This design comes from an exercise in tuning for small area, a short achievable clock period and few clock cycles on the open sky130 flow, not from production work.
Where RTL was checked, it was by simulation tests only, not by an equivalence proof against the original.
For run 1, only the layout was checked, not whether the RTL still works.
Power figures rest on the tool's default switching activity, not on a simulated workload.

<file path="flow/design.v">
module mag_cmp2 (
    input  wire [30:0] a,
    input  wire [30:0] b,
    output wire [3:0]  p       
);
    assign p = {a[30:15] > b[30:15], a[30:15] < b[30:15],
                a[14:0]  > b[14:0],  a[14:0]  < b[14:0]};
endmodule
module fp_class (
    input  wire [31:0] x,
    output wire [2:0]  c
);
    assign c = {x[31], (x[30:23] == 8'hff) && (x[22:0] != 0), x[30:23] == 8'h00};
endmodule
module fp_gt_s2 (
    input  wire [3:0] p,
    input  wire [2:0] ca,
    input  wire [2:0] cb,
    output wire       a_gt_b,
    output wire       b_gt_a
);
    wire gh = p[3], lh = p[2], gl = p[1], ll = p[0];
    wire mg = gh || (!lh && gl);
    wire ml = lh || (!gh && ll);
    wire sa = ca[2], sb = cb[2];
    wire ok = !ca[1] && !cb[1] && !(ca[0] && cb[0]);
    assign a_gt_b = ok && ((!sa && sb) || (!sa && !sb && mg) || (sa && sb && ml));
    assign b_gt_a = ok && ((sa && !sb) || (!sa && !sb && ml) || (sa && sb && mg));
endmodule
module peak_finder_fp (
    input clk,
    input rst_n,
    output reg [12:0] bram_addr,
    input wire [31:0] bram_data,
    output reg [0:0]  web,
    output wire [6:0] addrb,
    output wire [44:0] dinb,
    input wire [31:0] threshold,
    input wire        start,
    output reg        done
);
    localparam T_NONE = 3'd0, T_BF = 3'd1, T_B1 = 3'd2, T_BM = 3'd3, T_BL = 3'd4,
               T_TS = 3'd5, T_TP = 3'd6, T_FIN = 3'd7;
    localparam S_IDLE = 3'd0, S_BASE = 3'd1, S_RR = 3'd2, S_RRT = 3'd3,
               S_REP = 3'd4, S_FINW = 3'd5;
    localparam D_NB = 2'd0, D_TS = 2'd1, D_LNB = 2'd2, D_BF = 2'd3;
    reg [2:0] st;
    reg [2:0] tA, tB, tC, tD;
    reg [2:0] bc;           
    reg [2:0] cd;           
    reg [1:0] dt;           
    reg [6:0] off;          
    reg [12:0] E;           
    reg [31:0] r1;          
    reg [3:0]  pw, pt;      
    reg [2:0]  cp;          
    reg [12:0] widx;
    reg [5:0]  cnt;         
    reg        cand;
    reg        SF;          
    reg [3:0]  S;           
    reg        lastc;       
    reg        PF, PL;      
    reg [3:0]  PS;
    assign addrb = {1'b0, cnt};
    assign dinb  = {widx, r1};
    wire [3:0] pw_n, pt_n;
    mag_cmp2 m1w (.a(bram_data[30:0]), .b(r1[30:0]),        .p(pw_n));
    mag_cmp2 m1t (.a(bram_data[30:0]), .b(threshold[30:0]), .p(pt_n));
    wire [2:0] cw, ct;
    fp_class kw (.x(r1), .c(cw));
    fp_class kt (.x(threshold), .c(ct));
    wire f_wr, f_rw, f_wt, f_tw;
    fp_gt_s2 c2w (.p(pw), .ca(cw), .cb(cp), .a_gt_b(f_wr), .b_gt_a(f_rw));
    fp_gt_s2 c2t (.p(pt), .ca(cw), .cb(ct), .a_gt_b(f_wt), .b_gt_a(f_tw));
    wire confirm = (tC == T_TS) || ((tD == T_TP) && f_wr);
    wire term    = confirm && (cnt == 6'd34);
    wire bl_issue = (st == S_BASE) && (bc == 3'd1);
    wire op_ok    = (dt == D_TS) ? !cd[0] :
                    (dt == D_NB || dt == D_LNB) ? !cd[1] : 1'b1;
    wire rr_go    = (st == S_RR) && op_ok;
    wire xfer     = (tD == T_BF);
    wire pg0      = (E == 13'd957);
    wire pg0_n    = bl_issue ? (bram_addr == 13'd956) : pg0;
    wire phantom  = (E == 13'd26);
    wire [3:0] PS_clr = {1'b0, PS[2] & PS[3], PS[1] & (|PS[3:2]), PS[0] & (|PS[3:1])};
    function [8:0] desc(input f, input [3:0] s, input l, input g0);
        casez ({f, s, l})
            6'b1?????: desc = {D_NB, g0 ? -7'sd59 : -7'sd58};
            6'b01????: desc = {D_TS, -7'sd57};
            6'b001???: desc = {D_TS, -7'sd56};
            6'b0001??: desc = {D_TS, -7'sd55};
            6'b00001?: desc = {D_TS, -7'sd54};
            6'b000001: desc = {D_LNB, -7'sd52};
            default:   desc = {D_BF, 7'sd49};
        endcase
    endfunction
    reg        PF_n, PL_n;
    reg [3:0]  PS_n;
    reg [1:0]  dt_n;
    reg [6:0]  off_n;
    always @(*) begin
        PF_n = PF; PS_n = PS; PL_n = PL;
        dt_n = dt; off_n = off;
        if (xfer) begin
            PF_n = SF; PS_n = S; PL_n = lastc;
            {dt_n, off_n} = desc(SF, S, lastc, pg0_n);
        end else if (rr_go) begin
            case (dt)
                D_NB: begin
                    PF_n = 1'b0;
                    dt_n = desc(1'b0, PS, PL, 1'b0) >> 7;
                    off_n = pg0 ? -7'sd58 : -7'sd57;
                end
                D_TS: begin
                    PS_n = PS_clr;
                    {dt_n, off_n} = desc(1'b0, PS_clr, PL, 1'b0);
                end
                D_LNB: begin
                    PL_n = 1'b0;
                    dt_n = D_BF;
                    off_n = -7'sd53;
                end
                default: ;
            endcase
        end else if (st == S_REP) begin
            {dt_n, off_n} = desc(1'b0, PS, PL, 1'b0);
        end
    end
    wire [12:0] rel_addr = E + {{6{off[6]}}, off};
    wire [12:0] inc_addr = bram_addr + 13'd1;
    always @(posedge clk) begin
        r1 <= bram_data;
        pw <= pw_n;
        pt <= pt_n;
        cp <= cw;
        PF <= PF_n;
        PS <= PS_n;
        PL <= PL_n;
        dt <= dt_n;
        off <= off_n;
        cd <= {1'b0, cd[2:1]};
        if (tA == T_TS || tB == T_TP) widx <= bram_addr;
        if (web) cnt <= cnt + 6'd1;
        case (tD)
            T_BF: begin
                S <= 4'd0;
                cand <= f_wt;
            end
            T_B1: begin
                SF <= cand & f_rw;
                cand <= f_wt & f_wr;
            end
            T_BM: begin
                S <= {S[2:0], cand & f_rw};
                cand <= f_wt & f_wr;
            end
            T_BL: begin
                S <= {S[2:0], cand & f_rw};
                lastc <= f_wt & f_wr;
            end
            default: ;
        endcase
        bram_addr <= (st == S_IDLE) ? 13'd899 : (st == S_BASE) ? inc_addr : rel_addr;
        case (st)
            S_IDLE: begin  
                bc <= 3'd5;
                SF <= 1'b0; S <= 4'd0; lastc <= 1'b0;
                cnt <= 6'd0;
            end
            S_BASE: begin
                bc <= bc - 3'd1;
                if (bc == 3'd1) E <= inc_addr;
            end
            S_RR: begin
                if (op_ok) begin
                    case (dt)
                        D_TS: cd <= 3'b011;
                        D_BF: begin
                            if (!phantom) bc <= 3'd4;
                        end
                    endcase
                end
            end
            S_RRT: cd <= 3'b111;
            default: ;
        endcase
        if (!rst_n) begin
            st <= S_IDLE;
            tA <= T_NONE; tB <= T_NONE; tC <= T_NONE; tD <= T_NONE;
            web <= 1'b0;
            done <= 1'b0;
        end else begin
            if (st == S_IDLE) begin
                tB <= T_NONE;
                tC <= T_NONE;
                tD <= T_NONE;
            end else begin
                tB <= tA;
                tC <= tB;
                tD <= tC;
            end
            web <= confirm && (cnt != 6'd34);
            done <= ((st == S_FINW) && (tD == T_FIN)) || term;
            tA <= T_NONE;
            case (st)
                S_IDLE: begin
                    if (start) begin
                        tA <= T_BF;
                        st <= S_BASE;
                    end
                end
                S_BASE: begin
                    tA <= (bc == 3'd1) ? T_BL : (tA == T_BF) ? T_B1 : T_BM;
                    if (bc == 3'd1) st <= S_RR;
                end
                S_RR: begin
                    if (op_ok) begin
                        case (dt)
                            D_NB:  st <= S_RRT;
                            D_TS: tA <= T_TS;
                            D_LNB: st <= S_RRT;
                            default: begin
                                if (phantom) begin
                                    tA <= T_FIN;
                                    st <= S_FINW;
                                end else begin
                                    tA <= T_BF;
                                    st <= S_BASE;
                                end
                            end
                        endcase
                    end
                end
                S_RRT: begin
                    tA <= T_TP;
                    st <= S_REP;
                end
                S_REP: st <= S_RR;
                S_FINW: begin
                    if (tD == T_FIN) st <= S_IDLE;
                end
                default: st <= S_IDLE;
            endcase
            if (term) begin
                st <= S_IDLE;
                tA <= T_NONE;
            end
        end
    end
endmodule
</file>
<file path="flow/flow/run.sh">
#!/bin/bash
# The standard layout (the standard.sh, standard synthesis unchanged), with
# the port buffers that placement inserts made of sky130_fd_sc_hd__buf_1
# instead of the resizer's default pick. Every port still gets its buffer.
set -euo pipefail
bash standard.sh "BUFFER_PORTS_ARGS=-buffer_cell sky130_fd_sc_hd__buf_1" finish > standard.log 2>&1
</file>
<file path="flow/standard.sh">
#!/bin/bash
# synth_recipe.tcl (not shown) runs the flow's synth.tcl, then flattens the netlist and writes it again
# the make line also repeats each setting of config.mk as NAME=value (left out here)
make -C /OpenROAD-flow-scripts/flow DESIGN_CONFIG=/design/flow/config.mk WORK_HOME=/design/flow/orfs CLKGATE_MAP_FILE= SYNTH_SCRIPT=/design/flow/synth_recipe.tcl "${@:-finish}"
</file>
<file path="flow/config.mk">
export PLATFORM = sky130hd
export DESIGN_NAME = peak_finder_fp
export DESIGN_NICKNAME = peak_finder_fp
export VERILOG_FILES = /design/flow/design.v
export SDC_FILE = /design/flow/constraint.sdc
export NUM_CORES = 4
export LEC_CHECK = 0
export CAP_MARGIN = 20
export CORE_MARGIN = 2
export CORE_UTILIZATION = 40
export CTS_BUF_LIST = sky130_fd_sc_hd__clkbuf_8
export SETUP_SLACK_MARGIN = 2.85
export SLEW_MARGIN = 20
</file>
<file path="flow/constraint.sdc">
create_clock -name core_clock -period 5.0 [get_ports {clk}]
set_input_delay 1.0000 -clock core_clock [delete_from_list [all_inputs] [get_ports {clk}]]
set_output_delay 1.0000 -clock core_clock [all_outputs]
set_load 0.01 [all_outputs]
</file>
==> run summary, run 1 <==
Critical path
Among cell families on the critical path, the largest total delay comes from compound AO/OA/AOI/OAI gates. The delay of the slowest cell on the worst path is ~0.45 ns. The worst path buffer plus inverter count is 0. Along the worst path, the maximum fanout reaches 2. The worst setup path is launched from a flop. Data on the critical path is required at its endpoint by 5.31 ns. STA classifies the critical path endpoint as a flop. The setup path with the least slack is of type reg -> reg. The slowest stage of the critical path is the sky130_fd_sc_hd__edfxtp_1 cell. STA puts the critical path data arrival time at around 2.6 ns. The critical path goes through ha_4 -> fa_2 -> a211oi_4 -> o211ai_1 -> a31o_2 -> a21oi_2 -> xor2_1 -> o21ai_1.

Finish
Once layout is complete, the utilization of the core stands at 0.502. The post-route standard cell area excluding fillers is 0.00902 mm^2. The number of antenna diodes in the final layout is 0.

The area growth from synthesis to layout is 22.8%. After the flow finishes, the layout carries non-filler instances totaling 1185. In the final layout, the share of cells above drive strength 1 is 0.136. The filler cells instantiated in the layout total ~1.7k.

At the end of the flow, the number of nets in the layout was between 1k and 1.5k.

Timing
The relative slew slack is 0.411. Of the available clock period, the critical path in the final layout requires 0.457. The final worst setup slack is between 2 and 3 ns. The fmax is 438 MHz. The clock period minus worst slack is between 2 and 2.5 ns. The slew at the pin with the worst max-slew slack is 0.880 ns. Setup repair after global routing could not meet its margin everywhere. The number of hold-slack violations in the final timing report came to 0. Setup violations remaining at the end of the flow were counted as 0. Between clock sinks in the finished design, the worst skew comes to 0.0174 ns. The count of final max-slew check failures is 0.

The aggregate negative setup slack is 0 ns. Hold is met by around 0.4 ns.

Synth
In this run, synthesis inferred 43 flip-flops with an integrated enable. Of the post-synthesis cell area, the dominant cell type holds 0.240. Of the synthesized area, sequential elements account for 0.416. In this run, synthesis produced a sequential element count of 131.

The post-synthesis async set-or-reset flop share is 0. Counting every net in the synthesized netlist gives roughly 940. The gate count of the mapped netlist is 789.

In this run, distinct cell masters in the synthesized netlist total 68. The count of yosys warnings during synthesis is 1. The post-synthesis instance area is 0.00734 mm^2. The primary flip-flop cell chosen by synthesis mapping is sky130_fd_sc_hd__dfxtp_1. Yosys attributes the largest share of cell area to sky130_fd_sc_hd__dfxtp_1 24%, sky130_fd_sc_hd__edfxtp_1 18%, sky130_fd_sc_hd__ha_1 14%. Averaged over all synthesized cells, the footprint is 9.31 um^2.

Of all cell types, the one taking the most synthesized area is sky130_fd_sc_hd__dfxtp_1.

Routing
The ratio of routed vias to standard cells is approximately 5.3. The detailed-route via count is between 6k and 7k. For this run, the detailed router's first-pass iteration total came to 5.

In this run, the number of DRC markers left after iteration 0 of detailed routing was 350. The number of nets still failing antenna checks after routing is 0. The routed design has 18.7 mm of wire. In the final routed layout, each cell accounts on average for 15.8 um. In the routed design, unresolved DRC markers number 0.

Clocking
The CTS tree is yes. Clock-pin slew was measured on the worst setup and hold paths at 0.08 ns. The buffer depth of the longest clock path is 2.

The source-to-sink clock delay at the later pin of the worst-skew pair is 0.46 ns. The number of sinks driven by the clock tree is approximately 130. The clock tree synthesis step divided the H-tree into 4 levels. The clock root buffer master is sky130_fd_sc_hd__clkbuf_8. TritonCTS created 17 clock buffers.

Placed design
The total instance count after detailed placement is 1129. The placed cell area is 0.00822 mm^2. The count of input and output buffers is 132. The weighted congestion reported at the end of routability-driven placement is about 0.89. Once detailed placement completed, the half-perimeter wirelength came to 14.5 mm.

The post-placement worst setup slack is 2.20 ns.

Power
The worst voltage drop across the vdd grid is between 0.15 and 0.2 mV. Cell internal power was estimated by the tool at approximately 1.7 mW. The total power per unit cell area is around 260 mW/mm^2. Of the total power, the clock network draws 0.386.

The part of the total power dissipated in combinational logic is 0.122. The leakage power figure is 3.63 nW. The share of total power dissipated in sequential elements is 0.492. Of the total power, the share spent switching nets is 0.276. For this design the total switching power over the nets is 0.656 mW. Total power for the finished layout comes to 2.38 mW.

Global route
The number of antenna violations at the first check in global routing is 0. The first-pass GRT wire length is about 30 mm. The number of global-route vias before repair is slightly above 6k.

The total congestion overflow after global routing is 0. Entering global routing, the biggest net connects 19 pins. In the global route stage, overall resource usage came out at 0.196.

Floorplan
After floorplanning, the core was sized to cover 0.0180 mm^2. The floorplan step set the die height to between 100 and 150 um. The die is 139 um wide. In this run the count of I/O pins placed on the die edge is ~130. For this configuration, the core starts out at a cell density of 0.409.

The row count is 49. The die footprint is 0.0195 mm^2.

Flow run
Across the run, the number of max-cap violations was 0.

Run status
The flow ran to the end and the layout has no timing, DRC or antenna violations.

Min path
The path class of the tightest hold or removal check is reg -> reg.
repair_timing:
item                                    CTS  global route
hold endpoints to repair                  0             0
gates cloned                              0             0
pin swaps                                11            14
buffers inserted                         17             7
hold buffers                              0             0
endpoints found under the setup margin   45            19
gates resized for setup                  25            34
power groups by stage:
stage / logic [mW] / clock network [mW] / registers, mW
global placement: 0.277 / 0 / 1.19
detailed placement: 0.278 / 0 / 1.19
finish: 0.291 / 0.916 / 1.17
global route: 0.328 / 0.981 / 1.17
CTS: 0.287 / 0.941 / 1.17
floorplan: 0.177 / 0 / 1.19
logic make-up (layout without fill, tap and decap cells):
logic type               count (synthesis)  in the layout  share of synthesized area
AO/OA/AOI/OAI                          182            182                      0.166
XOR/XNOR                                27             27                     0.0322
adder cells (fa/ha/maj)                 86             86                      0.147
buffers and inverters                  104            271                     0.0554
flip-flops                             131            131                      0.416
other                                    1              1                   0.000511
AND/OR/NAND/NOR                        258            258                      0.183
metal layers:
metal,wire length [um],GRT usage,vias up,part of all wire
li1,-,-,3179,-
met1,8630,0.258,2948,0.46
met2,8870,0.324,177,0.47
met3,852,0.0385,25,0.045
met4,378,0.0654,0,0.020
met5,0,0,-,0
synthesized netlist by cell type, types with 9 or more instances:
cell                        n
sky130_fd_sc_hd__dfxtp_1   88
sky130_fd_sc_hd__ha_1      84
sky130_fd_sc_hd__inv_1     81
sky130_fd_sc_hd__nand2_1   56
sky130_fd_sc_hd__nor2_1    52
sky130_fd_sc_hd__o21ai_0   46
sky130_fd_sc_hd__edfxtp_1  43
sky130_fd_sc_hd__a21oi_1   37
sky130_fd_sc_hd__nand4_1   25
sky130_fd_sc_hd__nand3_1   21
sky130_fd_sc_hd__nor3_1    18
sky130_fd_sc_hd__clkbuf_1  16
sky130_fd_sc_hd__nor4_1    16
sky130_fd_sc_hd__xor2_1    15
sky130_fd_sc_hd__and3_1    14
sky130_fd_sc_hd__nor2b_1   14
sky130_fd_sc_hd__o21a_1    13
sky130_fd_sc_hd__xnor2_1   12
sky130_fd_sc_hd__a31oi_1   11
sky130_fd_sc_hd__a21o_1    10
sky130_fd_sc_hd__a211oi_1   9
worst register-to-register path: cells and delay by family, from the launching register on:
family,cells,cell delay [ns]
flip-flops,1,0.45
XOR/XNOR,1,0.24
adder cells (fa/ha/maj),2,0.56
AO/OA/AOI/OAI,5,0.89
sequential cells by signal, indices dropped and copies added, names as in the netlist, 4 cells and up:
register and flops:
off 6, S 4, PS 4, E 13
pw 4, r1 32, bram_addr 13, widx 13
pt 4, cnt 6
layout by cell type (no fill, tap or decap), drive strengths merged, types with 4 or more instances in the layout:
master | synthesis | final
xor2 | 15 | 15
nand3b | 4 | 4
a31oi | 11 | 11
nand2b | 9 | 9
o21a | 13 | 13
dfxtp | 88 | 88
xnor2 | 12 | 12
nand4 | 25 | 25
nor2b | 14 | 14
nand3 | 22 | 22
inv | 81 | 85
nor2 | 54 | 54
a2111oi | 7 | 7
edfxtp | 43 | 43
or3 | 8 | 8
or4 | 4 | 4
a21o | 10 | 10
nor3 | 18 | 18
buf | 7 | 150
ha | 84 | 84
o21ai | 49 | 49
clkinv | 0 | 6
clkbuf | 16 | 26
o2111ai | 4 | 4
o211ai | 7 | 7
a21oi | 37 | 37
a211oi | 9 | 9
nand2 | 57 | 57
and3 | 14 | 14
nor4 | 16 | 16
o21bai | 5 | 5
final cells by class:
cell class	count	area, um^2	area share
sequential	131	3060	0.340
clock buffer	18	248	0.0275
inverter	81	333	0.0369
multi-input combinational	554	4200	0.466
timing repair buffer	158	738	0.0819
tap	229	287	0.0318
clock inverter	14	151	0.0168
path summary, 6_finish.rpt:
path / cells after the start / end / start / slack [ns]
worst max-delay path: 8 / bram_addr[10] / E[0] / 2.71
worst min-delay path: 1 / cd[1] / cd[2] / 0.41
worst max register to register: 8 / bram_addr[10] / E[0] / 2.71
worst min register to register: 1 / cd[1] / cd[2] / 0.41
==> run 2: changes to the inputs <==
--- a/flow/design.v
+++ b/flow/design.v
@@ -81,17 +81,17 @@
     wire rr_go    = (st == S_RR) && op_ok;
     wire xfer     = (tD == T_BF);
-    wire pg0      = (E == 13'd957);
+    wire pg0      = (E == 13'd893);
     wire pg0_n    = bl_issue ? (bram_addr == 13'd956) : pg0;
-    wire phantom  = (E == 13'd26);
+    wire phantom  = (E == 13'd8154);
     wire [3:0] PS_clr = {1'b0, PS[2] & PS[3], PS[1] & (|PS[3:2]), PS[0] & (|PS[3:1])};
     function [8:0] desc(input f, input [3:0] s, input l, input g0);
         casez ({f, s, l})
-            6'b1?????: desc = {D_NB, g0 ? -7'sd59 : -7'sd58};
-            6'b01????: desc = {D_TS, -7'sd57};
-            6'b001???: desc = {D_TS, -7'sd56};
-            6'b0001??: desc = {D_TS, -7'sd55};
-            6'b00001?: desc = {D_TS, -7'sd54};
-            6'b000001: desc = {D_LNB, -7'sd52};
-            default:   desc = {D_BF, 7'sd49};
+            6'b1?????: desc = {D_NB, g0 ? 7'd5 : 7'd6};
+            6'b01????: desc = {D_TS, 7'd7};
+            6'b001???: desc = {D_TS, 7'd8};
+            6'b0001??: desc = {D_TS, 7'd9};
+            6'b00001?: desc = {D_TS, 7'd10};
+            6'b000001: desc = {D_LNB, 7'd12};
+            default:   desc = {D_BF, 7'd113};
         endcase
     endfunction
@@ -111,5 +111,5 @@
                     PF_n = 1'b0;
                     dt_n = desc(1'b0, PS, PL, 1'b0) >> 7;
-                    off_n = pg0 ? -7'sd58 : -7'sd57;
+                    off_n = pg0 ? 7'd6 : 7'd7;
                 end
                 D_TS: begin
@@ -120,5 +120,5 @@
                     PL_n = 1'b0;
                     dt_n = D_BF;
-                    off_n = -7'sd53;
+                    off_n = 7'd11;
                 end
                 default: ;
@@ -128,5 +128,5 @@
         end
     end
-    wire [12:0] rel_addr = E + {{6{off[6]}}, off};
+    wire [12:0] rel_addr = E + {6'd0, off};
     wire [12:0] inc_addr = bram_addr + 13'd1;
     always @(posedge clk) begin
@@ -171,5 +171,5 @@
             S_BASE: begin
                 bc <= bc - 3'd1;
-                if (bc == 3'd1) E <= inc_addr;
+                if (bc == 3'd1) E <= {inc_addr[12:6] - 7'd1, inc_addr[5:0]};
             end
             S_RR: begin
--- a/flow/config.mk
+++ b/flow/config.mk
@@ -10,4 +10,4 @@
 export CORE_UTILIZATION = 40
 export CTS_BUF_LIST = sky130_fd_sc_hd__clkbuf_8
-export SETUP_SLACK_MARGIN = 2.85
+export SETUP_SLACK_MARGIN = 2.75
 export SLEW_MARGIN = 20
==> run summary, run 2 <==
Clocking
The CTS tree is yes. The number of sinks driven by the clock tree is 130 (-0.76%). The clock-pin slew on the worst setup and hold paths came to 0.08 ns (about the same). The TritonCTS buffer count is 17 (unchanged). The source-to-sink clock delay at the later pin of the worst-skew pair is 0.44 ns (-0.02 ns). The buffer depth of the longest clock path is 2 (unchanged).

The clock root buffer master is sky130_fd_sc_hd__clkbuf_8. The number of levels in the clock H-tree is 4 (unchanged).

Min path
The worst min-delay path class is reg -> reg. The worst hold path depth came to 1 (unchanged).

Synth
The most numerous cell in the Yosys netlist is sky130_fd_sc_hd__dfxtp_1. The compound-cell area share of the yosys netlist is 0.149 (-0.0165). The adder-cell share of the synthesized area is 0.145 (-0.00245). The total nets after synthesis is 910 (-3.3%). The sequential area share after synthesis is 0.419 (+0.00363). The count of flip-flops with a built-in enable after synthesis came to 42 (-2.3%). The post-synthesis instance area is 0.00721 mm^2 (-1.8%). The largest total area in the synthesized netlist belongs to sky130_fd_sc_hd__dfxtp_1.

By area the synthesized netlist is led by sky130_fd_sc_hd__dfxtp_1 24%, sky130_fd_sc_hd__edfxtp_1 18%, sky130_fd_sc_hd__ha_1 14%. By area, the combinational part of the netlist is dominated by simple AND/OR/NAND/NOR gates. The multiplexer area fraction after synthesis came to 0.00139 (+0.00139).

The xor and xnor area share after synthesis is 0.0401 (+0.00790). The register bit total from synthesis came to 130 (-0.76%). By count the netlist is led by 88 x sky130_fd_sc_hd__dfxtp_1, 81 x sky130_fd_sc_hd__ha_1, 78 x sky130_fd_sc_hd__inv_1, 50 x sky130_fd_sc_hd__nor2_1, 45 x sky130_fd_sc_hd__nand2_1. For this run, the leading register cell type out of synthesis is sky130_fd_sc_hd__dfxtp_1. The number of distinct library cell variants in the gate-level netlist after synthesis is 67 (-1.5%). The share of the synthesized area in the top cell type is 0.244 (+0.00450). The gate count of the mapped netlist came to 761 (-3.5%). The count of yosys warnings during synthesis is 1 (unchanged). The post-synthesis async set-or-reset flop share is 0 (unchanged). The synthesized area divided by synthesized cell count is 9.47 um^2 (+1.8%). The post-synthesis share of cell area spent on and, or, nand and nor gates is 0.192 (+0.00950).

Power
The switching power is 0.652 mW (-0.64%). The internal power consumption is 1.65 mW (-4.1%). The total power per unit cell area is 268 mW/mm^2 (+1.5%).

The net switching fraction of the power is 0.283 (+0.00712). The part of the total power dissipated in combinational logic is 0.127 (+0.005). The relative contribution of sequential cells to total power is 0.508 (+0.016). The leakage power figure came to 3.49 nW (-4.1%).

The worst voltage drop across the vdd grid is 0.140 mV (-23%). The relative contribution of the clock network to total power is 0.364 (-0.022).

Finish
The post-layout instance count excluding filler cells was 1146 (-3.3%). The antenna diode count is 0 (unchanged). Leaving out fill and tap cells, the most frequent cell in the layout is sky130_fd_sc_hd__buf_1. The fraction of layout cells with a size suffix above 1 was 0.100 (-0.0357). The number of flip-flops under the largest register name is 32 (unchanged).

The register ranked first by flip-flop count is r1. The final-stage net count is 1053 (-3.8%). The area growth from synthesis to layout is 19.4%. In the layout the commonest cells are 128 x sky130_fd_sc_hd__buf_1, 86 x sky130_fd_sc_hd__dfxtp_1, 74 x sky130_fd_sc_hd__inv_1.

Timing
The fmax is 443 MHz (+1.3%). The slew at the pin with the worst max-slew slack is 0.637 ns (-0.243 ns). The relative slew slack is 0.575 (+0.164). The final setup skew is 0.0142 ns (-0.00321 ns). The aggregate negative setup slack was 0 ns (unchanged). The final worst setup slack was 2.74 ns (+0.0287 ns). Setup repair after global routing could not meet its margin everywhere.

The count of endpoints failing setup in the final report is 0 (unchanged). The count of final max-slew check failures was 0 (unchanged). The clock period minus worst slack is 2.26 ns (-0.0287 ns).

The number of hold-slack violations in the final timing report came to 0 (unchanged). The final critical-path share of the clock period came to 0.451 (-0.00575).

Floorplan
The count of boundary I/O pins came to 134 (unchanged). The row count is 49 (unchanged). The horizontal die dimension is 138 um (-0.90%). The core region area was 0.0178 mm^2 (-0.68%). The die footprint came to 0.0191 mm^2 (-1.8%). The height of the chip came to 138 um (-0.90%). The initial core utilization is 0.404 (-0.00477).

Critical path
The data required time of the worst path is 5.39 ns (+0.08 ns). The cell class contributing the biggest share of worst-path delay is compound AO/OA/AOI/OAI gates. The largest fanout on the critical path is 3 (+1). The length in cells of the worst reg-to-reg path is 7 (-1). Walking the worst path, the cells encountered are buf_1 -> ha_1 -> o21a_1 -> o21a_1 -> o221ai_1 -> a31oi_1 -> a2111oi_2 -> buf_4. By startpoint and endpoint, the worst setup path is classified as in -> reg.

The path length in cells of the critical path is 8 (unchanged). The delay of the slowest cell on the worst path came to 0.41 ns (-0.04 ns). The cell type with the highest occurrence count on the critical path is sky130_fd_sc_hd__o21a_1. The worst path buffer plus inverter count was 2 (+2).

For this design, the slowest cell found on the critical path is sky130_fd_sc_hd__a2111oi_2. The endpoint arrival time on the critical path was 2.65 ns (+0.05 ns). The launching element type of the critical path is an input port.

The type of destination of the critical path is a flop.

Global route
The first-pass GRT wire length is 29.5 mm (-3.8%). The most congested layer reported by global routing is met2. The global-route met2 utilization is 0.315 (-0.00852).

The fraction of met1 tracks used by global routing was 0.242 (-0.0154). The largest net degree at the start of global routing came to 20 (+1). The number of global-route vias before repair came to 5910 (-3.7%). The met3 track demand over resource is 0.0436 (+0.00510). The number of antenna violations at the first check in global routing is 0 (unchanged). The global routing usage summed across all routing layers came to 0.189 (-0.00648). The total congestion overflow after global routing is 0 (unchanged).

Placed design
The total instance count after detailed placement came to 1105 (-2.1%). The detailed-placement wirelength estimate came to 14.1 mm (-2.2%). The count of input and output buffers is 132 (unchanged). The post-placement worst setup slack came to 2.25 ns (+0.0490 ns).

The weighted congestion reported at the end of routability-driven placement is 0.856 (-3.4%).

Routing
The total detailed-routing wirelength was 17.8 mm (-4.8%). The starting DRC count in detailed routing came to 352 (+0.57%). The ratio of routed vias to standard cells came to 5.31 (-0.67%).

The wire length per cell was 15.6 um (-1.5%). The number of remaining DRC errors is 0 (unchanged). The number of nets still failing antenna checks after routing came to 0 (unchanged). The number of detailed-route iterations in the first pass is 4 (-1).

The detailed-route via count is 6080 (-3.9%).

Run status
The flow ran to the end and the layout has no timing, DRC or antenna violations.

Flow run
The number of violations of the max-capacitance limit is 0 (unchanged).
==> run 2: cell count changes in the layout (fill, tap and decap cells not counted), sizes merged, moves of 5 or more <==
cell,previous run,this run
a211oi,9,4
a21oi,37,25
and3,14,24
buf,150,141
clkbuf,26,19
nand2,57,46
nor2b,14,20
nor3,18,12
o21ai,49,42
==> run 2: power by group through the flow <==
| stage | Sequential [mW] | Clock, mW | Combinational [mW] |
|---|---|---|---|
| after floorplan | 1.18 | 0 | 0.186 |
| after global placement | 1.19 | 0 | 0.286 |
| after detailed placement | 1.19 | 0 | 0.288 |
| after CTS | 1.17 | 0.856 | 0.291 |
| after global routing | 1.18 | 0.912 | 0.333 |
| final | 1.17 | 0.839 | 0.293 |
==> run 2: area by class of cell <==
class	count	area [um^2]
Fill cell	1753	9240
Inverter	78	325
Clock buffer	17	234
Multi-Input combinational cell	534	4020
Timing Repair Buffer	143	583
Tap cell	229	287
Clock inverter	15	130
Sequential cell	130	3030
==> run 2: final timing paths <==
kind	slack, ns	to	from
setup / recovery	2.74	pt[2]	bram_data[21]
hold / removal	0.41	cd[1]	cd[2]
setup reg to reg	2.83	E[12]	bram_addr[0]
hold reg to reg	0.41	cd[1]	cd[2]
==> run 2: logic make-up (layout without fill, tap and decap cells) <==
family / count (synthesis) / after routing
other: 1 / 1
xor gates and xnor gates: 33 / 33
muxes: 1 / 1
AOI/OAI and AO/OA: 159 / 159
DFF: 130 / 130
and+or+nand+nor: 257 / 257
buffers and inverters: 97 / 253
adders and majority gates: 83 / 83
==> run 2: repair_timing <==
item | 4_1_cts | 5_1_grt
setup endpoints to repair | 37 | 31
hold buffers | 0 | 0
pin swaps | 1 | 3
buffers inserted | 4 | 5
resized for setup | 9 | 9
gates cloned | 0 | 0
==> run 2: through the flow <==
| stage | area [um^2] | power, mW | utilization | hold WS (ns) |
|---|---|---|---|---|
| 3_5_place_dp | 8110 | 1.48 | 0.455 | 0.392 |
| 5_1_grt | 8600 | 2.42 | 0.482 | 0.440 |
| 4_1_cts | 8540 | 2.32 | 0.479 | 0.408 |
| 2_1_floorplan | 7400 | 1.37 | - | 0.386 |
| 3_3_place_gp | 8110 | 1.48 | 0.455 | 0.392 |
| 6_report | 8600 | 2.30 | 0.482 | 0.407 |
==> run 2: routing by layer <==
layer	vias to the layer above	wire length, um	share of wire
li1	3049	-	-
met1	2872	8320	0.47
met2	139	8350	0.47
met3	20	762	0.043
met4	0	412	0.023
met5	-	0	0
Testbench counts of run 2, summed over its fixed seeds: cycles 20,406.
==> run 3: changes to the inputs <==
--- a/flow/config.mk
+++ b/flow/config.mk
@@ -10,4 +10,4 @@
 export CORE_UTILIZATION = 40
 export CTS_BUF_LIST = sky130_fd_sc_hd__clkbuf_8
-export SETUP_SLACK_MARGIN = 2.75
+export SETUP_SLACK_MARGIN = 2.9
 export SLEW_MARGIN = 20
==> run summary, run 3 <==
Finish
The number of flip-flops under the largest register name is 32 (unchanged). The area growth from synthesis to layout is 25.6%. The final-stage net count is 1063 (+0.95%).

The post-route standard cell area excluding fillers is 0.00905 mm^2 (+5.2%). The fraction of the core area covered by cells at the end of the flow is 0.507 (+0.0250). The register with the most flip-flops in the final layout is r1. The antenna diode count came to 0 (unchanged). The top cell types in the final layout, fill and taps aside, are 111 x sky130_fd_sc_hd__buf_1, 73 x sky130_fd_sc_hd__dfxtp_1, 67 x sky130_fd_sc_hd__inv_1. Leaving out fill and tap cells, the most frequent cell in the layout is sky130_fd_sc_hd__buf_1. The post-layout instance count excluding filler cells was 1156 (+0.87%). The fraction of layout cells with a size suffix above 1 is 0.175 (+0.0744).

The number of inserted filler cells in the final layout is 1668 (-4.8%).

Run status
The run finished with no timing, DRC or antenna violations.

Global route
The total congestion overflow after global routing is 0 (unchanged). The number of global-route vias before repair is 5873 (-0.63%). The global routing usage summed across all routing layers was 0.187 (-0.00250). The first-pass GRT wire length is 29.1 mm (-1.2%). The number of antenna violations at the first check in global routing was 0 (unchanged). The largest net degree at the start of global routing came to 20 (unchanged).

Routing
The total detailed-routing wirelength came to 18.4 mm (+3.2%). The ratio of routed vias to standard cells came to 5.29 (-0.25%). The number of nets still failing antenna checks after routing came to 0 (unchanged). The detailed-route via count is 6118 (+0.63%). The starting DRC count in detailed routing came to 317 (-9.9%). The wire length per cell is 15.9 um (+2.3%). The number of remaining DRC errors is 0 (unchanged).

The number of detailed-route iterations in the first pass is 5 (+1).

Synth
The post-synthesis async set-or-reset flop share is 0 (unchanged). The gate count of the mapped netlist was 761 (unchanged). After synthesis, the cell types taking the most area are sky130_fd_sc_hd__dfxtp_1 24%, sky130_fd_sc_hd__edfxtp_1 18%, sky130_fd_sc_hd__ha_1 14%. The most numerous cell in the Yosys netlist is sky130_fd_sc_hd__dfxtp_1. The synthesized area divided by synthesized cell count was 9.47 um^2 (unchanged).

The share of the synthesized area in the top cell type is 0.244 (unchanged). The post-synthesis instance area was 0.00721 mm^2 (unchanged). In the synthesized netlist, the cells that appear most often are 88 x sky130_fd_sc_hd__dfxtp_1, 81 x sky130_fd_sc_hd__ha_1, 78 x sky130_fd_sc_hd__inv_1, 50 x sky130_fd_sc_hd__nor2_1, 45 x sky130_fd_sc_hd__nand2_1. The total nets after synthesis came to 910 (unchanged). The register bit total from synthesis is 130 (unchanged). The primary flip-flop cell chosen by synthesis mapping is sky130_fd_sc_hd__dfxtp_1. The count of yosys warnings during synthesis is 1 (unchanged). The count of flip-flops with a built-in enable after synthesis is 42 (unchanged). The number of distinct library cell variants in the gate-level netlist after synthesis is 67 (unchanged). The sequential area share after synthesis came to 0.419 (unchanged). The most area-hungry cell type in the Yosys netlist is sky130_fd_sc_hd__dfxtp_1.

Floorplan
The count of boundary I/O pins came to 134 (unchanged). The row count was 49 (unchanged). The core region area is 0.0178 mm^2 (unchanged). The die footprint is 0.0191 mm^2 (unchanged). The height of the chip was 138 um (unchanged).

The initial core utilization is 0.404 (unchanged). The horizontal die dimension came to 138 um (unchanged).

Power
The switching power came to 0.674 mW (+3.5%). The part of the total power dissipated in combinational logic came to 0.137 (+0.010). The relative contribution of sequential cells to total power is 0.488 (-0.020).

The relative contribution of the clock network to total power was 0.375 (+0.011). The worst voltage drop across the vdd grid came to 0.158 mV (+13%). The net switching fraction of the power was 0.281 (-0.00210). The leakage power figure is 3.63 nW (+4.3%). The internal power consumption is 1.72 mW (+4.6%). The power after layout was 2.40 mW (+4.3%). The total power per unit cell area is 265 mW/mm^2 (-0.89%).

Timing
The relative slew slack is 0.563 (-0.0115). The final worst setup slack was 2.92 ns (+0.173 ns). The final critical-path share of the clock period is 0.417 (-0.0346). The fmax was 480 MHz (+8.3%). The aggregate negative setup slack came to 0 ns (unchanged). The number of hold-slack violations in the final timing report is 0 (unchanged). The final hold slack is 0.417 ns (+0.0104 ns). The count of endpoints failing setup in the final report was 0 (unchanged). The clock period minus worst slack is 2.08 ns (-0.173 ns).

The count of final max-slew check failures is 0 (unchanged). The slew at the pin with the worst max-slew slack is 0.639 ns (+0.00144 ns). The final setup skew came to 0.0172 ns (+0.00301 ns). Setup repair after global routing could not meet its margin everywhere.

Critical path
The type of destination of the critical path is a flop. The launch point of the worst reg-to-reg path is dt[1]. The worst setup path is launched from an input port. The endpoint arrival time on the critical path was 2.47 ns (-0.18 ns). The category of the most critical setup path is in -> reg. The largest fanout on the critical path is 3 (unchanged). The data required time of the worst path is 5.38 ns (about the same). The critical path starts at bram_data[9].

Placed design
The count of input and output buffers is 132 (unchanged). The placed cell area is 0.00813 mm^2 (+0.15%). The weighted congestion reported at the end of routability-driven placement is 0.906 (+5.9%). The detailed-placement wirelength estimate is 13.9 mm (-1.7%).

The total instance count after detailed placement was 1105 (unchanged). The post-placement worst setup slack is 2.27 ns (+0.0197 ns).

Min path
The start point of the worst min-delay path is r1[31]. The worst hold path belongs to the class reg -> reg.

Clocking
The number of levels in the clock H-tree was 4 (unchanged). The buffer depth of the longest clock path is 2 (unchanged). The source-to-sink clock delay at the later pin of the worst-skew pair is 0.45 ns (about the same). The CTS tree is yes.

The clock-pin slew on the worst setup and hold paths is 0.09 ns (about the same). The TritonCTS buffer count is 17 (unchanged). The post-cts hold buffer count is 0 (unchanged). The clock root buffer master is sky130_fd_sc_hd__clkbuf_8. The number of sinks driven by the clock tree is 130 (unchanged).

Flow run
The number of violations of the max-capacitance limit is 0 (unchanged).
[run 3: cell count changes in the layout (fill, tap and decap cells not counted), moves of 5 or more]
cell                      previous run  this run
sky130_fd_sc_hd__inv_1              74        67
sky130_fd_sc_hd__ha_1               71        60
sky130_fd_sc_hd__buf_1             128       111
sky130_fd_sc_hd__inv_2               1         6
sky130_fd_sc_hd__dfxtp_1            86        73
sky130_fd_sc_hd__buf_6               0         9
sky130_fd_sc_hd__buf_4              11        28
sky130_fd_sc_hd__dfxtp_2             2        11
sky130_fd_sc_hd__ha_4               10        19
[run 3: critical path: stages]
cell,delay (ns)
sky130_fd_sc_hd__buf_4,0.13
sky130_fd_sc_hd__ha_4,0.26
sky130_fd_sc_hd__and3_4,0.17
sky130_fd_sc_hd__or3b_4,0.39
sky130_fd_sc_hd__nor2_4,0.13
sky130_fd_sc_hd__o221ai_2,0.09
sky130_fd_sc_hd__nor3b_4,0.16
sky130_fd_sc_hd__a31oi_1,0.13
[run 3: cell families (layout without fill, tap and decap cells)]
logic type,Yosys count,after routing,synth area share
and+or+nand+nor,257,257,0.192
AOI/OAI and AO/OA,159,159,0.149
DFF,130,130,0.419
buffers and inverters,97,263,0.0519
adders and majority gates,83,83,0.145
xor gates and xnor gates,33,33,0.0401
other,1,1,0.000520
muxes,1,1,0.00139
[run 3: cell type report]
cell class	instances	area, um^2	share of cell area
flip-flops and latches	130	3050	0.337
multi-input cells	534	4240	0.468
well taps	229	287	0.0317
inverters	78	329	0.0364
clock buffers	17	234	0.0259
clock inverters	15	159	0.0176
repair buffers	153	753	0.0832
[run 3: final timing paths]
path | slack [ns] | depth (start not counted) | end
setup / recovery | 2.92 | 8 | pt[1]
hold / removal | 0.42 | 0 | cp[2]
setup reg to reg | 2.98 | 6 | off[3]
hold reg to reg | 0.42 | 0 | cp[2]
[run 3: per-layer routing]
layer  global-route usage  wire length [um]  up-vias
met5                    0                 0        -
met4               0.0489               327        0
met3               0.0488               955       20
met2                0.317              8870      161
met1                0.237              8260     2856
li1                     -                 -     3081
[run 3: power groups by stage]
stage / Sequential, mW / Combinational, mW / Clock (mW)
2_1_floorplan: 1.18 / 0.186 / 0
3_3_place_gp: 1.19 / 0.287 / 0
3_5_place_dp: 1.19 / 0.290 / 0
4_1_cts: 1.17 / 0.297 / 0.926
5_1_grt: 1.18 / 0.368 / 0.973
6_report: 1.17 / 0.328 / 0.901
[run 3: repair_timing]
| item | CTS | global route |
|---|---|---|
| pin swaps | 3 | 25 |
| resized for setup | 32 | 90 |
| setup endpoints to repair | 55 | 35 |
| setup buffers | 6 | 13 |
| endpoints found under the hold margin | 0 | 0 |
==> run 4: changes to the inputs <==
--- a/flow/config.mk
+++ b/flow/config.mk
@@ -10,4 +10,4 @@
 export CORE_UTILIZATION = 40
 export CTS_BUF_LIST = sky130_fd_sc_hd__clkbuf_8
-export SETUP_SLACK_MARGIN = 2.9
+export SETUP_SLACK_MARGIN = 2.87
 export SLEW_MARGIN = 20
==> run summary, run 4 <==
Clocking
The CTS tree is yes. The post-cts hold buffer count is 0 (unchanged). The number of levels in the clock H-tree came to 4 (unchanged). The clock-pin slew on the worst setup and hold paths came to 0.08 ns (about the same). The clock root buffer master is sky130_fd_sc_hd__clkbuf_8. The number of sinks driven by the clock tree is 130 (unchanged). The source-to-sink clock delay at the later pin of the worst-skew pair is 0.45 ns (about the same). The buffer depth of the longest clock path is 2 (unchanged). The TritonCTS buffer count is 17 (unchanged).

Synth
The synthesized area divided by synthesized cell count was 9.47 um^2 (unchanged). The multiplexer area fraction after synthesis is 0.00139 (unchanged). The share of the synthesized area in the top cell type is 0.244 (unchanged). The register bit total from synthesis is 130 (unchanged).

The dominant combinational cell family by area after synthesis is simple AND/OR/NAND/NOR gates. The total nets after synthesis came to 910 (unchanged). The most numerous cell in the Yosys netlist is sky130_fd_sc_hd__dfxtp_1. The most area-hungry cell type in the Yosys netlist is sky130_fd_sc_hd__dfxtp_1. The compound-cell area share of the yosys netlist came to 0.149 (unchanged).

The post-synthesis share of cell area spent on and, or, nand and nor gates was 0.192 (unchanged). Yosys attributes the largest share of cell area to sky130_fd_sc_hd__dfxtp_1 24%, sky130_fd_sc_hd__edfxtp_1 18%, sky130_fd_sc_hd__ha_1 14%. The count of flip-flops with a built-in enable after synthesis was 42 (unchanged). The xor and xnor area share after synthesis is 0.0401 (unchanged). The post-synthesis async set-or-reset flop share was 0 (unchanged).

The number of distinct library cell variants in the gate-level netlist after synthesis is 67 (unchanged). In the synthesized netlist, the cells that appear most often are 88 x sky130_fd_sc_hd__dfxtp_1, 81 x sky130_fd_sc_hd__ha_1, 78 x sky130_fd_sc_hd__inv_1, 50 x sky130_fd_sc_hd__nor2_1, 45 x sky130_fd_sc_hd__nand2_1. The count of yosys warnings during synthesis is 1 (unchanged).

The post-synthesis instance area is 0.00721 mm^2 (unchanged). The primary flip-flop cell chosen by synthesis mapping is sky130_fd_sc_hd__dfxtp_1. The adder-cell share of the synthesized area came to 0.145 (unchanged). The sequential area share after synthesis is 0.419 (unchanged).

The gate count of the mapped netlist came to 761 (unchanged).

Power
The worst voltage drop across the vdd grid came to 0.160 mV (+1.3%). The power after layout is 2.45 mW (+2.1%). The leakage power figure was 3.58 nW (-1.4%). The total power per unit cell area is 277 mW/mm^2 (+4.6%).

Routing
The detailed-route via count is 6076 (-0.69%). The number of remaining DRC errors is 0 (unchanged). The number of nets still failing antenna checks after routing is 0 (unchanged). The wire length per cell was 15.6 um (-2.1%). The starting DRC count in detailed routing was 276 (-13%). The total detailed-routing wirelength is 17.9 mm (-2.7%). The ratio of routed vias to standard cells was 5.29 (about the same).

The number of detailed-route iterations in the first pass was 5 (unchanged).

Min path
The worst min-delay path class is reg -> reg. The worst hold path depth was 1 (+1). The worst hold path begins at cd[2]. The terminating pin of the worst hold path is cd[1].

Critical path
The worst setup path is captured at a flop. The endpoint arrival time on the critical path is 2.43 ns (-0.04 ns). In this run the critical register-to-register path is launched from off[5]. The length in cells of the worst reg-to-reg path is 7 (+1). The endpoint of the worst-slack reg-to-reg timing path is bram_addr[11]. The launching element type of the critical path is an input port. The data required time of the worst path is 5.33 ns (-0.05 ns).

The largest fanout on the critical path was 2 (-1). The category of the most critical setup path is in -> reg. The reg2reg setup slack is 2.95 ns (-0.03 ns).

Global route
The number of antenna violations at the first check in global routing is 0 (unchanged). The total congestion overflow after global routing is 0 (unchanged). The largest net degree at the start of global routing is 20 (unchanged). The number of global-route vias before repair is 5806 (-1.1%). The first-pass GRT wire length is 28.9 mm (-0.64%). The global routing usage summed across all routing layers was 0.188 (+0.00114).

Timing
The final setup skew is 0.0174 ns (+0.000220 ns). The final critical-path share of the clock period is 0.420 (+0.00352). The final hold slack is 0.416 ns (-0.000812 ns). The count of endpoints failing setup in the final report is 0 (unchanged). The slew at the pin with the worst max-slew slack came to 0.605 ns (-0.0338 ns). The clock period minus worst slack is 2.10 ns (+0.0176 ns). The aggregate negative setup slack was 0 ns (unchanged). The fmax is 476 MHz (-0.84%). The relative slew slack is 0.586 (+0.0231). The number of hold-slack violations in the final timing report is 0 (unchanged). Setup repair after global routing could not meet its margin everywhere. The count of final max-slew check failures came to 0 (unchanged).

Finish
Leaving out fill and tap cells, the most frequent cell in the layout is sky130_fd_sc_hd__buf_1. The number of inserted filler cells in the final layout is 1690 (+1.3%). The fraction of layout cells with a size suffix above 1 is 0.145 (-0.0302). The register ranked first by flip-flop count is r1.

The top cell types in the final layout, fill and taps aside, are 115 x sky130_fd_sc_hd__buf_1, 75 x sky130_fd_sc_hd__dfxtp_1, 71 x sky130_fd_sc_hd__inv_1. The sequential cell area in the final layout is 0.00304 mm^2 (-0.33%). The number of flip-flops under the largest register name came to 32 (unchanged).

The multi-input combinational cell area is 0.00411 mm^2 (-3.1%). The area growth from synthesis to layout is 22.6%. The post-route standard cell area excluding fillers is 0.00884 mm^2 (-2.3%). The post-layout instance count excluding filler cells is 1149 (-0.61%). The final-stage net count is 1056 (-0.66%).

The antenna diode count is 0 (unchanged).

Placed design
The count of input and output buffers is 132 (unchanged). The detailed-placement wirelength estimate is 13.9 mm (+0.33%). The weighted congestion reported at the end of routability-driven placement came to 0.910 (+0.39%). The total instance count after detailed placement is 1105 (unchanged). The placed cell area is 0.00813 mm^2 (unchanged).

Floorplan
The count of boundary I/O pins is 134 (unchanged). The core region area was 0.0178 mm^2 (unchanged). The row count came to 49 (unchanged). The die footprint came to 0.0191 mm^2 (unchanged). The horizontal die dimension is 138 um (unchanged). The height of the chip is 138 um (unchanged). The initial core utilization is 0.404 (unchanged).

Run status
The flow ran to the end and the layout has no timing, DRC or antenna violations.

Flow run
The number of violations of the max-capacitance limit came to 0 (unchanged).
run 4: critical path, stage by stage:
cell and delay, ns:
sky130_fd_sc_hd__buf_6 0.10, sky130_fd_sc_hd__inv_12 0.03, sky130_fd_sc_hd__ha_4 0.22, sky130_fd_sc_hd__o21a_1 0.18, sky130_fd_sc_hd__o21a_1 0.18, sky130_fd_sc_hd__o221ai_1 0.16, sky130_fd_sc_hd__a31oi_1 0.07, sky130_fd_sc_hd__a2111oi_2 0.40
sky130_fd_sc_hd__a21oi_1 0.07
run 4: logic make-up after synthesis:
family                     count (synthesis)
adders and majority gates                 83
muxes                                      1
other                                      1
AOI/OAI and AO/OA                        159
and+or+nand+nor                          257
xor gates and xnor gates                  33
DFF                                      130
buffers and inverters                     97
run 4: through the flow:
step                setup WS, ns   util
finish                      2.90  0.495
global route                2.82  0.495
CTS                         2.87  0.484
detailed placement          2.27  0.456
global placement            2.31  0.456
floorplan                   2.67      -
run 4: worst max-delay path by stage:
| stage | from | endpoint | slack (ns) | cells past startpoint |
|---|---|---|---|---|
| 3_5_place_dp | threshold[9] | pt[1] | 2.27 | 9 |
| 5_1_grt | bram_addr[5] | E[12] | 2.82 | 8 |
| 4_1_cts | threshold[8] | pt[1] | 2.87 | 9 |
| 3_3_place_gp | threshold[9] | pt[1] | 2.31 | 9 |
| 2_1_floorplan | threshold[9] | pt[1] | 2.67 | 8 |
| 6_report | threshold[20] | pt[3] | 2.90 | 9 |
run 4: timing repair:
action                                  4_1_cts  5_1_grt
buffers inserted                              6        6
hold endpoints to repair                      0        0
endpoints found under the setup margin       47       40
pin swaps                                     2       13
resized for setup                            22       46
run 4: layout make-up:
class | count | share of cell area
Multi-Input combinational cell | 534 | 0.464
Sequential cell | 130 | 0.344
Timing Repair Buffer | 146 | 0.0730
Inverter | 78 | 0.0375
Tap cell | 229 | 0.0324
Clock buffer | 17 | 0.0265
Clock inverter | 15 | 0.0219
run 4: metal layers:
layer  global-route usage  up-vias  wire length (um)
li1                     -     3061                 -
met1                0.240     2823              7990
met2                0.320      172              8780
met3               0.0409       20               929
met4               0.0575        0               220
met5                    0        -                 0
run 4: power breakdown:
| group | switching, mW | internal [mW] | total, mW |
|---|---|---|---|
| registers | 0.0413 | 1.13 | 1.17 |
| logic | 0.171 | 0.137 | 0.308 |
| clock network | 0.465 | 0.509 | 0.974 |
==> run 5: changes to the inputs <==
--- a/flow/config.mk
+++ b/flow/config.mk
@@ -10,4 +10,4 @@
 export CORE_UTILIZATION = 40
 export CTS_BUF_LIST = sky130_fd_sc_hd__clkbuf_8
-export SETUP_SLACK_MARGIN = 2.87
+export SETUP_SLACK_MARGIN = 2.8
 export SLEW_MARGIN = 20
==> run summary, run 5 <==
Finish
The number of inserted filler cells in the final layout is 1738 (+2.8%). The area growth from synthesis to layout is 20.0%. The library cell used most frequently in the layout, excluding fill and tap cells, is sky130_fd_sc_hd__buf_1. The number of flip-flops under the largest register name came to 32 (unchanged). The fraction of the core area covered by cells at the end of the flow came to 0.485 (-0.0105). The final-stage net count is 1056 (unchanged).

The fraction of layout cells with a size suffix above 1 came to 0.114 (-0.0304). The post-route standard cell area excluding fillers came to 0.00865 mm^2 (-2.1%). The post-layout instance count excluding filler cells came to 1149 (unchanged). The antenna diode count is 0 (unchanged). The library cells used most frequently in the layout, excluding fill and tap cells, are 124 x sky130_fd_sc_hd__buf_1, 84 x sky130_fd_sc_hd__dfxtp_1, 73 x sky130_fd_sc_hd__inv_1. r1 holds more flip-flops than any other register.

Clocking
TritonCTS built the clock tree. The TritonCTS buffer count is 17 (unchanged). The number of levels in the clock H-tree is 4 (unchanged). The clock-pin slew on the worst setup and hold paths was 0.08 ns (about the same). The source-to-sink clock delay at the later pin of the worst-skew pair is 0.45 ns (about the same).

The number of sinks driven by the clock tree is 130 (unchanged). The clock root buffer master is sky130_fd_sc_hd__clkbuf_8. The buffer depth of the longest clock path came to 2 (unchanged).

Global route
The total congestion overflow after global routing is 0 (unchanged). The number of global-route vias before repair is 5932 (+2.2%). The number of antenna violations at the first check in global routing is 0 (unchanged). The largest net degree at the start of global routing is 20 (unchanged). The global routing usage summed across all routing layers is 0.190 (+0.00166).

The first-pass GRT wire length is 29.5 mm (+2.1%).

Timing
The count of final max-slew check failures is 0 (unchanged). The relative slew slack was 0.599 (+0.0129). The number of hold-slack violations in the final timing report is 0 (unchanged). Setup repair after global routing could not meet its margin everywhere. The final setup skew is 0.0197 ns (+0.00226 ns). The fmax is 445 MHz (-6.5%). The aggregate negative setup slack was 0 ns (unchanged). The final critical-path share of the clock period is 0.449 (+0.0292). The clock period minus worst slack was 2.25 ns (+0.146 ns). The final hold slack was 0.408 ns (-0.00847 ns).

The slew at the pin with the worst max-slew slack is 0.601 ns (-0.00432 ns). The count of endpoints failing setup in the final report is 0 (unchanged).

Floorplan
The row count is 49 (unchanged). The height of the chip came to 138 um (unchanged). The initial core utilization came to 0.404 (unchanged). The core region area is 0.0178 mm^2 (unchanged). The count of boundary I/O pins is 134 (unchanged).

The horizontal die dimension came to 138 um (unchanged). The die footprint is 0.0191 mm^2 (unchanged).

Synth
The synthesized area divided by synthesized cell count is 9.47 um^2 (unchanged). The count of yosys warnings during synthesis was 1 (unchanged). In the synthesized netlist the dominant register cell turns out to be sky130_fd_sc_hd__dfxtp_1.

The post-synthesis async set-or-reset flop share is 0 (unchanged). The most area-hungry cell type in the Yosys netlist is sky130_fd_sc_hd__dfxtp_1. The sequential area share after synthesis is 0.419 (unchanged). Yosys attributes the largest share of cell area to sky130_fd_sc_hd__dfxtp_1 24%, sky130_fd_sc_hd__edfxtp_1 18%, sky130_fd_sc_hd__ha_1 14%. The count of flip-flops with a built-in enable after synthesis was 42 (unchanged). The register bit total from synthesis was 130 (unchanged). The total nets after synthesis came to 910 (unchanged). The share of the synthesized area in the top cell type is 0.244 (unchanged). By count the netlist is led by 88 x sky130_fd_sc_hd__dfxtp_1, 81 x sky130_fd_sc_hd__ha_1, 78 x sky130_fd_sc_hd__inv_1, 50 x sky130_fd_sc_hd__nor2_1, 45 x sky130_fd_sc_hd__nand2_1. Yosys instantiated no cell more often than sky130_fd_sc_hd__dfxtp_1. The post-synthesis instance area was 0.00721 mm^2 (unchanged). The gate count of the mapped netlist was 761 (unchanged). The number of distinct library cell variants in the gate-level netlist after synthesis was 67 (unchanged).

Min path
In this run the most critical hold path is launched from cd[2]. The min-delay analysis places its worst path in the category reg -> reg.

Routing
The detailed-route via count is 6094 (+0.30%). The number of detailed-route iterations in the first pass is 4 (-1). The ratio of routed vias to standard cells came to 5.30 (+0.30%). The number of remaining DRC errors is 0 (unchanged). The routed metal-1 wirelength came to 8.43 mm (+5.5%). The number of nets still failing antenna checks after routing is 0 (unchanged). The met2 routed wirelength is 8.33 mm (-5.1%). The starting DRC count in detailed routing was 337 (+22%). The uppermost layer routed is met4. The wire length per cell is 15.6 um (-0.11%). The met3 wirelength from detailed routing is 747 um (-20%). The total detailed-routing wirelength came to 17.9 mm (-0.11%).

Critical path
The data required time of the worst path was 5.39 ns (+0.06 ns). STA classifies the critical path startpoint as an input port. The setup path with the least slack is of type in -> reg. In this run the critical register-to-register path is launched from dt[0]. The type of destination of the critical path is a flop. The largest fanout on the critical path is 2 (unchanged). The endpoint arrival time on the critical path is 2.63 ns (+0.20 ns). In this run the worst setup path begins at threshold[20].

Placed design
The total instance count after detailed placement was 1105 (unchanged). The placed cell area is 0.00811 mm^2 (-0.15%). The count of input and output buffers was 132 (unchanged). The detailed-placement wirelength estimate is 14.1 mm (+1.4%). The weighted congestion reported at the end of routability-driven placement was 0.856 (-5.9%).

Flow run
The number of violations of the max-capacitance limit came to 0 (unchanged).

Run status
The run finished with no timing, DRC or antenna violations.

Power
The total power per unit cell area came to 266 mW/mm^2 (-3.9%). The leakage power figure is 3.50 nW (-2.3%). The worst voltage drop across the vdd grid is 0.140 mV (-13%).
-- run 5: changes by cell type in the layout (fill, tap and decap cells not counted), sizes merged --
cell | before | now
clkbuf | 27 | 23
inv | 85 | 83
bufinv | 3 | 1
buf | 136 | 140
clkinvlp | 1 | 5
-- run 5: cell families (layout without fill, tap and decap cells) --
family / Yosys count / in the layout / synth area share
AO/OA/AOI/OAI: 159 / 159 / 0.149
buffers and inverters: 97 / 256 / 0.0519
adder cells (fa/ha/maj): 83 / 83 / 0.145
flip-flops: 130 / 130 / 0.419
other: 1 / 1 / 0.000520
XOR/XNOR: 33 / 33 / 0.0401
multiplexers: 1 / 1 / 0.00139
AND/OR/NAND/NOR: 257 / 257 / 0.192
-- run 5: worst paths after layout --
path	to	cells past startpoint	slack, ns
worst min register to register	cd[1]	1	0.41
worst max register to register	off[1]	8	2.90
worst max-delay path	pt[2]	9	2.75
worst min-delay path	cd[1]	1	0.41
-- run 5: timing repair --
action	CTS	global route
endpoints found under the setup margin	42	20
resized for setup	14	17
pin swaps	1	4
setup buffers	7	5
hold buffers	0	0
cloned	0	0
-- run 5: report_power, final --
part	internal (mW)	switching (mW)	leakage (nW)
registers	1.13	0.0423	1.10
clock network	0.395	0.445	0.178
logic	0.130	0.166	2.22
-- run 5: per-stage QoR --
step / setup WS [ns] / power [mW]
after floorplan: 2.67 / 1.37
after global placement: 2.29 / 1.48
after detailed placement: 2.25 / 1.48
after CTS: 2.80 / 2.32
after global routing: 2.75 / 2.42
final: 2.75 / 2.30
-- run 5: final cells by class --
class / count / area (um^2) / area share
clock buffers: 17 / 234 / 0.0270
clock inverters: 15 / 130 / 0.0150
inverters: 78 / 329 / 0.0380
multi-input cells: 534 / 4030 / 0.466
flip-flops and latches: 130 / 3030 / 0.350
well taps: 229 / 287 / 0.0331
repair buffers: 146 / 613 / 0.0709
-- run 5: layer usage --
layer | GRT usage | up-vias
met5 | 0 | -
met4 | 0.0650 | 0
met3 | 0.0426 | 23
met2 | 0.316 | 151
met1 | 0.244 | 2862
li1 | - | 3058
-- run 5: critical path, stage by stage --
cell,delay [ns]
sky130_fd_sc_hd__buf_2,0.18
sky130_fd_sc_hd__inv_12,0.03
sky130_fd_sc_hd__ha_4,0.23
sky130_fd_sc_hd__o21a_1,0.18
sky130_fd_sc_hd__o21a_1,0.18
sky130_fd_sc_hd__o221ai_1,0.17
sky130_fd_sc_hd__a31oi_1,0.07
sky130_fd_sc_hd__a2111oi_2,0.41
sky130_fd_sc_hd__buf_4,0.18
==> run 6: changes to the inputs <==
--- a/flow/config.mk
+++ b/flow/config.mk
@@ -8,6 +8,6 @@
 export CAP_MARGIN = 20
 export CORE_MARGIN = 2
-export CORE_UTILIZATION = 40
+export CORE_UTILIZATION = 45
 export CTS_BUF_LIST = sky130_fd_sc_hd__clkbuf_8
-export SETUP_SLACK_MARGIN = 2.8
+export SETUP_SLACK_MARGIN = 2.85
 export SLEW_MARGIN = 20
==> run summary, run 6 <==
Clocking
TritonCTS built the clock tree. The source-to-sink clock delay at the later pin of the worst-skew pair is 0.44 ns (about the same). The number of levels in the clock H-tree came to 4 (unchanged). The clock-pin slew on the worst setup and hold paths was 0.08 ns (about the same).

The number of sinks driven by the clock tree is 130 (unchanged). CTS placed an instance of sky130_fd_sc_hd__clkbuf_8 at the clock tree root. The buffer depth of the longest clock path is 2 (unchanged). The TritonCTS buffer count is 17 (unchanged).

Finish
The sequential cell area in the final layout is 0.00304 mm^2 (+0.29%). The register ranked first by flip-flop count is r1. The antenna diode count is 0 (unchanged). The number of flip-flops under the largest register name is 32 (unchanged). The fraction of layout cells with a size suffix above 1 was 0.148 (+0.0340). In the layout the commonest cells are 115 x sky130_fd_sc_hd__buf_1, 79 x sky130_fd_sc_hd__dfxtp_1, 75 x sky130_fd_sc_hd__inv_1. Compared with the post-synthesis result, the final layout area differs by 23.3%.

The multi-input combinational cell area was 0.00417 mm^2 (+3.4%). The final-stage net count is 1061 (+0.47%). The library cell used most frequently in the layout, excluding fill and tap cells, is sky130_fd_sc_hd__buf_1. The number of inserted filler cells in the final layout came to 1489 (-14%).

Synth
After synthesis, the most frequently instantiated cells are 88 x sky130_fd_sc_hd__dfxtp_1, 81 x sky130_fd_sc_hd__ha_1, 78 x sky130_fd_sc_hd__inv_1, 50 x sky130_fd_sc_hd__nor2_1, 45 x sky130_fd_sc_hd__nand2_1. Among all flip-flop cells after synthesis, the most frequent one is sky130_fd_sc_hd__dfxtp_1. The most common cell in the synthesized netlist is sky130_fd_sc_hd__dfxtp_1.

The count of yosys warnings during synthesis is 1 (unchanged). The register bit total from synthesis is 130 (unchanged). The post-synthesis async set-or-reset flop share is 0 (unchanged). The synthesized design spends more area on one cell type than any other, namely sky130_fd_sc_hd__dfxtp_1. The sequential area share after synthesis came to 0.419 (unchanged). The synthesized area divided by synthesized cell count is 9.47 um^2 (unchanged). Ranked by total cell area, the synthesized netlist is headed by sky130_fd_sc_hd__dfxtp_1 24%, sky130_fd_sc_hd__edfxtp_1 18%, sky130_fd_sc_hd__ha_1 14%. The total nets after synthesis is 910 (unchanged).

The gate count of the mapped netlist came to 761 (unchanged). The count of flip-flops with a built-in enable after synthesis is 42 (unchanged). The number of distinct library cell variants in the gate-level netlist after synthesis is 67 (unchanged). The post-synthesis instance area is 0.00721 mm^2 (unchanged).

The share of the synthesized area in the top cell type is 0.244 (unchanged).

Critical path
The data required time of the worst path is 5.37 ns (-0.02 ns). The worst setup path is launched from an input port. The category of the most critical setup path is in -> reg. The endpoint arrival time on the critical path came to 2.50 ns (-0.13 ns). The largest fanout on the critical path is 2 (unchanged). The type of destination of the critical path is a flop.

Floorplan
The count of boundary I/O pins is 134 (unchanged). The core region area is 0.0158 mm^2 (-12%). The die footprint is 0.0170 mm^2 (-11%). The initial core utilization is 0.457 (+0.0530).

The row count is 46 (-6.1%). The height of the chip was 131 um (-5.6%). The horizontal die dimension is 131 um (-5.6%).

Routing
The number of detailed-route iterations in the first pass was 5 (+1). The number of nets still failing antenna checks after routing is 0 (unchanged). The number of remaining DRC errors came to 0 (unchanged). The ratio of routed vias to standard cells is 5.44 (+2.5%). The total detailed-routing wirelength came to 19.1 mm (+6.8%). The wire length per cell is 16.8 um (+7.6%).

The starting DRC count in detailed routing is 342 (+1.5%). The detailed-route via count is 6204 (+1.8%).

Timing
The number of hold-slack violations in the final timing report is 0 (unchanged). The clock period minus worst slack was 2.12 ns (-0.123 ns). The aggregate negative setup slack is 0 ns (unchanged). The fmax is 471 MHz (+5.8%).

The count of final max-slew check failures was 0 (unchanged). The count of endpoints failing setup in the final report was 0 (unchanged). The final worst setup slack is 2.88 ns (+0.123 ns). The slew at the pin with the worst max-slew slack is 0.724 ns (+0.123 ns). Setup repair after global routing could not meet its margin everywhere. The final critical-path share of the clock period came to 0.425 (-0.0246). The final setup skew came to 0.0138 ns (-0.00589 ns). The relative slew slack is 0.505 (-0.0942).

Placed design
The weighted congestion reported at the end of routability-driven placement was 0.910 (+6.3%). The post-placement worst setup slack is 2.23 ns (-0.0230 ns). The detailed-placement wirelength estimate is 14.6 mm (+3.4%). The count of input and output buffers is 132 (unchanged).

Global route
The first-pass GRT wire length was 30.2 mm (+2.1%). The largest net degree at the start of global routing came to 20 (unchanged). The number of antenna violations at the first check in global routing came to 0 (unchanged).

The total congestion overflow after global routing is 0 (unchanged). The number of global-route vias before repair is 6178 (+4.1%). The global routing usage summed across all routing layers came to 0.229 (+0.0391).

Power
The total power per unit cell area came to 270 mW/mm^2 (+1.5%). The worst voltage drop across the vdd grid is 0.156 mV (+11%). The leakage power figure was 3.63 nW (+3.6%).

Run status
The run finished with no timing, DRC or antenna violations.

Flow run
The number of violations of the max-capacitance limit is 0 (unchanged).

Min path
The worst min-delay path class is reg -> reg.
[run 6: worst paths after layout]
path                  from      endpoint  slack, ns  cells after the start
min                  cd[2]         cd[1]       0.42                      1
max reg2reg           E[0]  bram_addr[6]       2.93                      8
max          threshold[14]         pt[1]       2.88                      9
min reg2reg          cd[2]         cd[1]       0.42                      1
[run 6: timing repair]
action	4_1_cts	5_1_grt
gates resized for setup	18	57
setup buffers	6	11
endpoints found under the setup margin	46	34
hold buffers	0	0
pin swaps	4	25
[run 6: per-stage QoR]
stage	hold slack, ns	cells	total power [mW]	utilization	area [um^2]
floorplan	0.386	761	1.37	-	7410
global placement	0.391	1092	1.47	0.514	8110
detailed placement	0.403	1092	1.48	0.514	8110
CTS	0.420	1130	2.40	0.544	8580
global route	0.447	1141	2.51	0.563	8880
finish	0.415	1141	2.40	0.563	8880
[run 6: cells by family (layout without fill, tap and decap cells)]
logic type | after synthesis | count (layout) | share of synthesized area
xor+xnor | 33 | 33 | 0.0401
flops | 130 | 130 | 0.419
mux | 1 | 1 | 0.00139
fa+ha+maj | 83 | 83 | 0.145
compound gates | 159 | 159 | 0.149
buf+inv | 97 | 261 | 0.0519
simple gates | 257 | 257 | 0.192
other cells | 1 | 1 | 0.000520
[run 6: power by group]
group / internal (mW) / switching [mW] / leakage [nW]
Clock: 0.497 / 0.416 / 0.220
Combinational: 0.141 / 0.176 / 2.30
Sequential: 1.13 / 0.0439 / 1.11
[run 6: critical path, stage by stage]
cell,delay [ns]
sky130_fd_sc_hd__clkbuf_2,0.10
sky130_fd_sc_hd__inv_1,0.05
sky130_fd_sc_hd__ha_1,0.28
sky130_fd_sc_hd__nand4_1,0.13
sky130_fd_sc_hd__or3b_4,0.44
sky130_fd_sc_hd__nor2_4,0.10
sky130_fd_sc_hd__o221ai_1,0.10
sky130_fd_sc_hd__nor3b_2,0.17
sky130_fd_sc_hd__a31oi_1,0.13
[run 6: final cells by class]
type                       instances  share of cell area
multi-input combinational        534               0.469
sequential                       130               0.342
timing repair buffer             151              0.0770
inverter                          78              0.0369
tap                              216              0.0304
clock buffer                      18              0.0279
clock inverter                    14              0.0166
[run 6: per-layer routing]
metal,part of all wire,global-route usage
met5,0,0
met4,0.022,0.0876
met3,0.043,0.0493
met2,0.49,0.391
met1,0.44,0.284

## port drivers added, routing unchanged
The results above use ideal ports. As a check the final layouts listed here were re-extracted and re-timed, cells and wires unchanged. Step 1 (the two cells are an assumption about what drives the block):
set clk [get_ports {clk}]
set_driving_cell -lib_cell sky130_fd_sc_hd__clkbuf_16 $clk
set_driving_cell -lib_cell sky130_fd_sc_hd__buf_2 [delete_from_list [all_inputs] $clk]
Step 2, shift: input delay + t, output delay - t, t = (earliest + latest rising clock arrival at the registers) / 2. This alone moves slack from input paths to output paths. a / b / c = ideal / step 1 / step 2; a / b = the first two.
run	shift t [ns]	setup WS [ns]	worst slew at a driven data input, ns
run 1	0.487	2.715 / 2.715 / 2.445	0.06
run 2	0.472	2.743 / 2.751 / 2.279	0.06
run 3	0.479	2.916 / 2.913 / 2.452	0.06
run 4	0.481	2.899 / 2.891 / 2.421	0.05
run 5	0.473	2.753 / 2.770 / 2.297	0.06
run 6	0.474	2.876 / 2.860 / 2.415	0.05
After both steps setup and hold are still met in every run listed. For run 4, which loses most, drivers alone change the setup slack by -0.008 ns; drivers and shift together by -0.478 ns.
